Context: an optimization exercise on an open-source flow, tuned for small area. The choices shown serve that exercise and are no tape-out recipe. In this exercise RTL edits were held to simulation tests only and were not proved equivalent to the original.

==> flow/design.v (excerpt) <==
module FIR(
    input rst,
    input clk,
    input en,
    input signed [15:0] din,
    output reg signed [15:0] dout
    );
    reg        enable_id;
    reg [1:0]  counter_r;    
    reg [4:0]  index;        
    reg [4:0]  ptap;         
    reg [4:0]  live;         
    reg        pend;         
    reg [15:0] buffer;
    reg [15:0] ring [0:27];
    reg [31:0] acc;
    wire shift = (counter_r == 2'd1) || (index == 5'd28);
    wire wr    = (shift && ptap == 5'd27) || (pend && ptap == 5'd0);
    wire [15:0] dp = wr ? buffer : ring[1];
    wire        use_p  = enable_id && index != 5'd28 && ptap < live;
    wire [15:0] x      = use_p ? dp : 16'd0;
    wire [31:0] acc_in = (enable_id && index != 5'd0) ? acc : 32'd0;
    wire [3:0] cidx = (ptap > 5'd13) ? (5'd27 - ptap) : ptap[3:0];
    reg [24:0] bc;
    always @(*) begin
        case (cidx)
            4'd0: bc = 25'h0004911;
            4'd1: bc = 25'h0000908;
            4'd2: bc = 25'h0009294;
            4'd3: bc = 25'h0015220;
            4'd4: bc = 25'h0000428;
            4'd5: bc = 25'h0091244;
            4'd6: bc = 25'h0088234;
            4'd7: bc = 25'h0014414;
            4'd8: bc = 25'h0024a88;
            4'd9: bc = 25'h008ca82;
            4'd10: bc = 25'h1112024;
  ...
Size in the first run: about 1,500 cells after synthesis, roughly 530 flip-flops, ~35 I/O pins, about 0.018 sq mm of cells after synthesis.
Settings: LEC_CHECK=0, CAP_MARGIN=0, CORE_MARGIN=2, CORE_UTILIZATION=50, CTS_BUF_LIST=sky130_fd_sc_hd__clkbuf_4 sky130_fd_sc_hd__clkbuf_8, CTS_CLUSTER_DIAMETER=60, CTS_CLUSTER_SIZE=20, GPL_TIMING_DRIVEN=0, HOLD_SLACK_MARGIN=0, SLEW_MARGIN=0; clock period 12.0 ns.
run.sh (not shown) runs the stock make flow with config.mk's settings and CLKGATE_MAP_FILE= SYNTH_SCRIPT=/design/flow/synth_recipe.tcl, a recipe that flattens the netlist after the stock synthesis.
Change:
Settings changed: CAP_MARGIN 0 to 20, CTS_BUF_LIST sky130_fd_sc_hd__clkbuf_4 sky130_fd_sc_hd__clkbuf_8 to sky130_fd_sc_hd__clkbuf_4, CTS_CLUSTER_DIAMETER 60 to 40, CTS_CLUSTER_SIZE 20 to 12, GPL_TIMING_DRIVEN 0 to not set, SLEW_MARGIN 0 to 20.
After rerunning: Setup slack improved by 0.19 ns. Routed wire length is lower by 13%. Final area is lower by 0.87%. Count of clock-buffer cells in the layout is higher by 20. Sequential cell count stays the same. Utilization is lower by 0.49 points. Non-clock buffer count is lower by 11. Via count is lower by 0.79%.

Starting RTL as in the previous note.
## FIR
module FIR(
    input rst,
    input clk,
    input en,
    input signed [15:0] din,
    output reg signed [15:0] dout
    );
Settings: LEC_CHECK=0, CAP_MARGIN=20, CORE_MARGIN=2, CORE_UTILIZATION=50, CTS_BUF_LIST=sky130_fd_sc_hd__clkbuf_4 sky130_fd_sc_hd__clkbuf_8, CTS_CLUSTER_DIAMETER=60, CTS_CLUSTER_SIZE=20, HOLD_SLACK_MARGIN=0, SLEW_MARGIN=20; clock period 12.0 ns.
standard.sh (not shown) runs the stock make flow with config.mk's settings and CLKGATE_MAP_FILE= SYNTH_SCRIPT=/design/flow/synth_recipe.tcl, a recipe that flattens the netlist after the stock synthesis.
==> flow/flow/run.sh <==
#!/bin/bash
# Standard ORFS layout with two changes:
#  - after the standard synthesis, flow/polarity.py re-chooses the polarity of
#    the full adders to drop inverters (same function, same registers);
#  - ports are buffered with buf_1 cells.
set -euo pipefail
R=orfs/results/$FLOW_PLATFORM/FIR/base
bash standard.sh synth > synth.log 2>&1
python3 flow/polarity.py $R/1_2_yosys.v > polarity.log 2>&1
bash standard.sh BUFFER_PORTS_ARGS="-buffer_cell sky130_fd_sc_hd__buf_1" finish > layout.log 2>&1
Other scripts of this flow, unchanged in this note and not shown: flow/flow/polarity.py
Next try:
--- a/flow/flow/run.sh
+++ b/flow/flow/run.sh
@@ -2 +2 @@
-# Standard ORFS layout with two changes:
+# Standard ORFS layout with three changes:
@@ -5 +5,3 @@
-#  - ports are buffered with buf_1 cells.
+#  - ports are buffered with buf_1 cells;
+#  - clock tree synthesis adds no dummy loads (the clock-tree settings are
+#    otherwise those of config.mk).
@@ -10 +12,2 @@
-bash standard.sh BUFFER_PORTS_ARGS="-buffer_cell sky130_fd_sc_hd__buf_1" finish > layout.log 2>&1
+CTS="-sink_clustering_enable -repair_clock_nets -sink_clustering_size 20 -sink_clustering_max_diameter 60 -buf_list {sky130_fd_sc_hd__clkbuf_4 sky130_fd_sc_hd__clkbuf_8} -dont_use_dummy_load"
+bash standard.sh BUFFER_PORTS_ARGS="-buffer_cell sky130_fd_sc_hd__buf_1" CTS_ARGS="$CTS" finish > layout.log 2>&1
Settings changed: CORE_UTILIZATION 50 to 45.
Outcome:
- The new run finished with timing, DRC and antenna clean
- wire length goes up by about 2.2%
- via count barely changes
- critical path depth goes up by 1
- count of clock-buffer cells in the layout fell by 8
- die area rises by about 11%
- register-to-register slack loses 120 ps
- sequential share of layout area grows by 0.30 points
- fmax is lower by about 1%
- hold slack degrades by 29 ps
Next try:
==> flow/flow/run.sh (replaced) <==
#!/bin/bash
# Standard ORFS layout with two changes:
#  - after the standard synthesis, flow/polarity.py re-chooses the polarity of
#    the full adders to drop inverters (same function, same registers);
#  - ports are buffered with buf_1 cells.
set -euo pipefail
R=orfs/results/$FLOW_PLATFORM/FIR/base
bash standard.sh synth > synth.log 2>&1
python3 flow/polarity.py $R/1_2_yosys.v > polarity.log 2>&1
bash standard.sh BUFFER_PORTS_ARGS="-buffer_cell sky130_fd_sc_hd__buf_1" finish > layout.log 2>&1
Settings changed: CORE_UTILIZATION 45 to 50, CTS_BUF_LIST sky130_fd_sc_hd__clkbuf_4 sky130_fd_sc_hd__clkbuf_8 to sky130_fd_sc_hd__clkbuf_4, CTS_CLUSTER_DIAMETER 60 to 40, CTS_CLUSTER_SIZE 20 to 12.
What happened: Sequential cell count does not change; global-route usage goes up by 1.8 points; routed wire length goes down by 1.6%; cell area goes up by 0.61%.
Next try:
--- a/flow/flow/run.sh
+++ b/flow/flow/run.sh
@@ -2 +2 @@
-# Standard ORFS layout with two changes:
+# Standard ORFS layout with three changes:
@@ -5 +5,3 @@
-#  - ports are buffered with buf_1 cells.
+#  - ports are buffered with buf_1 cells;
+#  - clock tree synthesis adds no dummy loads (the clock-tree settings are
+#    otherwise those of config.mk).
@@ -10 +12,2 @@
-bash standard.sh BUFFER_PORTS_ARGS="-buffer_cell sky130_fd_sc_hd__buf_1" finish > layout.log 2>&1
+CTS="-sink_clustering_enable -repair_clock_nets -sink_clustering_size 20 -sink_clustering_max_diameter 60 -buf_list {sky130_fd_sc_hd__clkbuf_4 sky130_fd_sc_hd__clkbuf_8} -dont_use_dummy_load"
+bash standard.sh BUFFER_PORTS_ARGS="-buffer_cell sky130_fd_sc_hd__buf_1" CTS_ARGS="$CTS" finish > layout.log 2>&1
Settings changed: CTS_BUF_LIST sky130_fd_sc_hd__clkbuf_4 to sky130_fd_sc_hd__clkbuf_4 sky130_fd_sc_hd__clkbuf_8, CTS_CLUSTER_DIAMETER 40 to 60, CTS_CLUSTER_SIZE 12 to 20.
First-iteration DRC count goes down by 7.7%. Design area falls by 1.1%. Synthesized area does not change. Worst setup slack hardly moves. Die area does not change. Wire length goes down by 0.82%.

== the previous run ==
Starting RTL as in the previous note.
==> flow/config.mk <==
export PLATFORM = sky130hd
export DESIGN_NAME = FIR
export DESIGN_NICKNAME = FIR
export VERILOG_FILES = /design/flow/design.v
export SDC_FILE = /design/flow/constraint.sdc
export NUM_CORES = 4
export LEC_CHECK = 0
export CAP_MARGIN = 20
export CORE_MARGIN = 2
export CORE_UTILIZATION = 50
export CTS_BUF_LIST = sky130_fd_sc_hd__clkbuf_4 sky130_fd_sc_hd__clkbuf_8
export CTS_CLUSTER_DIAMETER = 60
export CTS_CLUSTER_SIZE = 20
export HOLD_SLACK_MARGIN = 0
export SLEW_MARGIN = 20
==> flow/constraint.sdc <==
create_clock -name core_clock -period 12.0 [get_ports {clk}]
set_input_delay 2.4000 -clock core_clock [delete_from_list [all_inputs] [get_ports {clk}]]
set_output_delay 2.4000 -clock core_clock [all_outputs]
set_load 0.01 [all_outputs]
==> flow/flow/run.sh <==
#!/bin/bash
# Standard ORFS layout with four changes:
#  - after the standard synthesis, flow/polarity.py re-chooses the polarity of
#    the full adders to drop inverters (same function, same registers);
#  - ports are buffered with buf_1 cells;
#  - clock tree synthesis adds no dummy loads;
#  - after synthesis the resizer may not use the large buffers (buf_4 and up,
#    clkbuf_4 and clkbuf_16), on top of the platform's don't-use cells.
set -euo pipefail
R=orfs/results/$FLOW_PLATFORM/FIR/base
bash standard.sh synth > synth.log 2>&1
python3 flow/polarity.py $R/1_2_yosys.v > polarity.log 2>&1
CTS="-sink_clustering_enable -repair_clock_nets -sink_clustering_size 20 -sink_clustering_max_diameter 60 -buf_list {sky130_fd_sc_hd__clkbuf_8} -dont_use_dummy_load"
DU="sky130_fd_sc_hd__probe_p_8 sky130_fd_sc_hd__probec_p_8 sky130_fd_sc_hd__lpflow_bleeder_1 sky130_fd_sc_hd__lpflow_clkbufkapwr_1 sky130_fd_sc_hd__lpflow_clkbufkapwr_16 sky130_fd_sc_hd__lpflow_clkbufkapwr_2 sky130_fd_sc_hd__lpflow_clkbufkapwr_4 sky130_fd_sc_hd__lpflow_clkbufkapwr_8 sky130_fd_sc_hd__lpflow_clkinvkapwr_1 sky130_fd_sc_hd__lpflow_clkinvkapwr_16 sky130_fd_sc_hd__lpflow_clkinvkapwr_2 sky130_fd_sc_hd__lpflow_clkinvkapwr_4 sky130_fd_sc_hd__lpflow_clkinvkapwr_8 sky130_fd_sc_hd__lpflow_decapkapwr_12 sky130_fd_sc_hd__lpflow_decapkapwr_3 sky130_fd_sc_hd__lpflow_decapkapwr_4 sky130_fd_sc_hd__lpflow_decapkapwr_6 sky130_fd_sc_hd__lpflow_decapkapwr_8 sky130_fd_sc_hd__lpflow_inputiso0n_1 sky130_fd_sc_hd__lpflow_inputiso0p_1 sky130_fd_sc_hd__lpflow_inputiso1n_1 sky130_fd_sc_hd__lpflow_inputiso1p_1 sky130_fd_sc_hd__lpflow_inputisolatch_1 sky130_fd_sc_hd__lpflow_isobufsrc_1 sky130_fd_sc_hd__lpflow_isobufsrc_16 sky130_fd_sc_hd__lpflow_isobufsrc_2 sky130_fd_sc_hd__lpflow_isobufsrc_4 sky130_fd_sc_hd__lpflow_isobufsrc_8 sky130_fd_sc_hd__lpflow_isobufsrckapwr_16 sky130_fd_sc_hd__lpflow_lsbuf_lh_hl_isowell_tap_1 sky130_fd_sc_hd__lpflow_lsbuf_lh_hl_isowell_tap_2 sky130_fd_sc_hd__lpflow_lsbuf_lh_hl_isowell_tap_4 sky130_fd_sc_hd__lpflow_lsbuf_lh_isowell_4 sky130_fd_sc_hd__lpflow_lsbuf_lh_isowell_tap_1 sky130_fd_sc_hd__lpflow_lsbuf_lh_isowell_tap_2 sky130_fd_sc_hd__lpflow_lsbuf_lh_isowell_tap_4 sky130_fd_sc_hd__buf_4 sky130_fd_sc_hd__buf_6 sky130_fd_sc_hd__buf_8 sky130_fd_sc_hd__buf_12 sky130_fd_sc_hd__buf_16 sky130_fd_sc_hd__clkbuf_4 sky130_fd_sc_hd__clkbuf_16"
bash standard.sh BUFFER_PORTS_ARGS="-buffer_cell sky130_fd_sc_hd__buf_1" CTS_ARGS="$CTS" DONT_USE_CELLS="$DU" finish > layout.log 2>&1
Other scripts of this flow, unchanged in this note and not shown: flow/flow/polarity.py
## Diff of input files: the current run against the previous run
- CORE_UTILIZATION: 50 -> 55
==> flow/flow/run.sh <==
#!/bin/bash
# Standard ORFS layout with two changes:
#  - after the standard synthesis, flow/polarity.py re-chooses the polarity of
#    the full adders to drop inverters (same function, same registers);
#  - ports are buffered with buf_1 cells.
set -euo pipefail
R=orfs/results/$FLOW_PLATFORM/FIR/base
bash standard.sh synth > synth.log 2>&1
python3 flow/polarity.py $R/1_2_yosys.v > polarity.log 2>&1
bash standard.sh BUFFER_PORTS_ARGS="-buffer_cell sky130_fd_sc_hd__buf_1" finish > layout.log 2>&1
--- outcome ---
- Clock period minus final worst setup slack, the current run and the previous run: higher on the previous run
- Diff the previous run -> the current run | die height | down by a few percent
- The final layouts of the current run and the previous run pass the timing, design-rule and antenna checks.
- Compare the current run and the previous run | delay of the slowest cell on the worst path higher: the current run
- On placed cell count, the lower figure sits with the current run, not the previous run.
- Die outline area of the current run falls short of that of the previous run by a little under 10%.
- The previous run → the current run: wire length stayed essentially flat, setup slack rose by 0.16 ns, cell area rose by 100 um^2.
- Sequential share of layout area: the current run vs the previous run down 0.29 points
- Of the two candidates, the previous run has the worse first-pass GRT wire length and the current run the better one.

[port drivers added, routing unchanged]
In the flow no input, the clock included, has a driving cell. The finished layouts below were timed again as built, in two steps. Step 1 assumes that a clkbuf_16 drives the clock port and a buf_2 every other input. Step 2 adds t to the input delays and takes it off the output delays; t is the mean of the earliest and latest rising clock arrival at the registers after step 1. Input paths then give back, and output paths get back, about the clock's delay inside the block. a / b / c = ideal ports / drivers / drivers and shift; a / b = the first two.
run | t (ns) | setup slack, ns | slew at the worst register clock pin (ns)
the first run of note 1 | 0.652 | 0.470 / 0.470 / 0.470 | 0.12 / 0.12
the second run of note 1 | 0.827 | 0.661 / 0.661 / 0.661 | 0.12 / 0.12
the first run of note 2 | 0.676 | 0.688 / 0.688 / 0.688 | 0.11 / 0.11
the second run of note 2 | 0.609 | 0.571 / 0.571 / 0.571 | 0.11 / 0.11
the third run of note 2 | 0.845 | 0.673 / 0.673 / 0.673 | 0.12 / 0.12
the fourth run of note 2 | 0.617 | 0.675 / 0.675 / 0.675 | 0.11 / 0.11
the previous run | 0.605 | 0.542 / 0.542 / 0.542 | 0.11 / 0.11
the current run | 0.630 | 0.701 / 0.701 / 0.701 | 0.12 / 0.12
After both steps setup and hold are still met in every run listed.
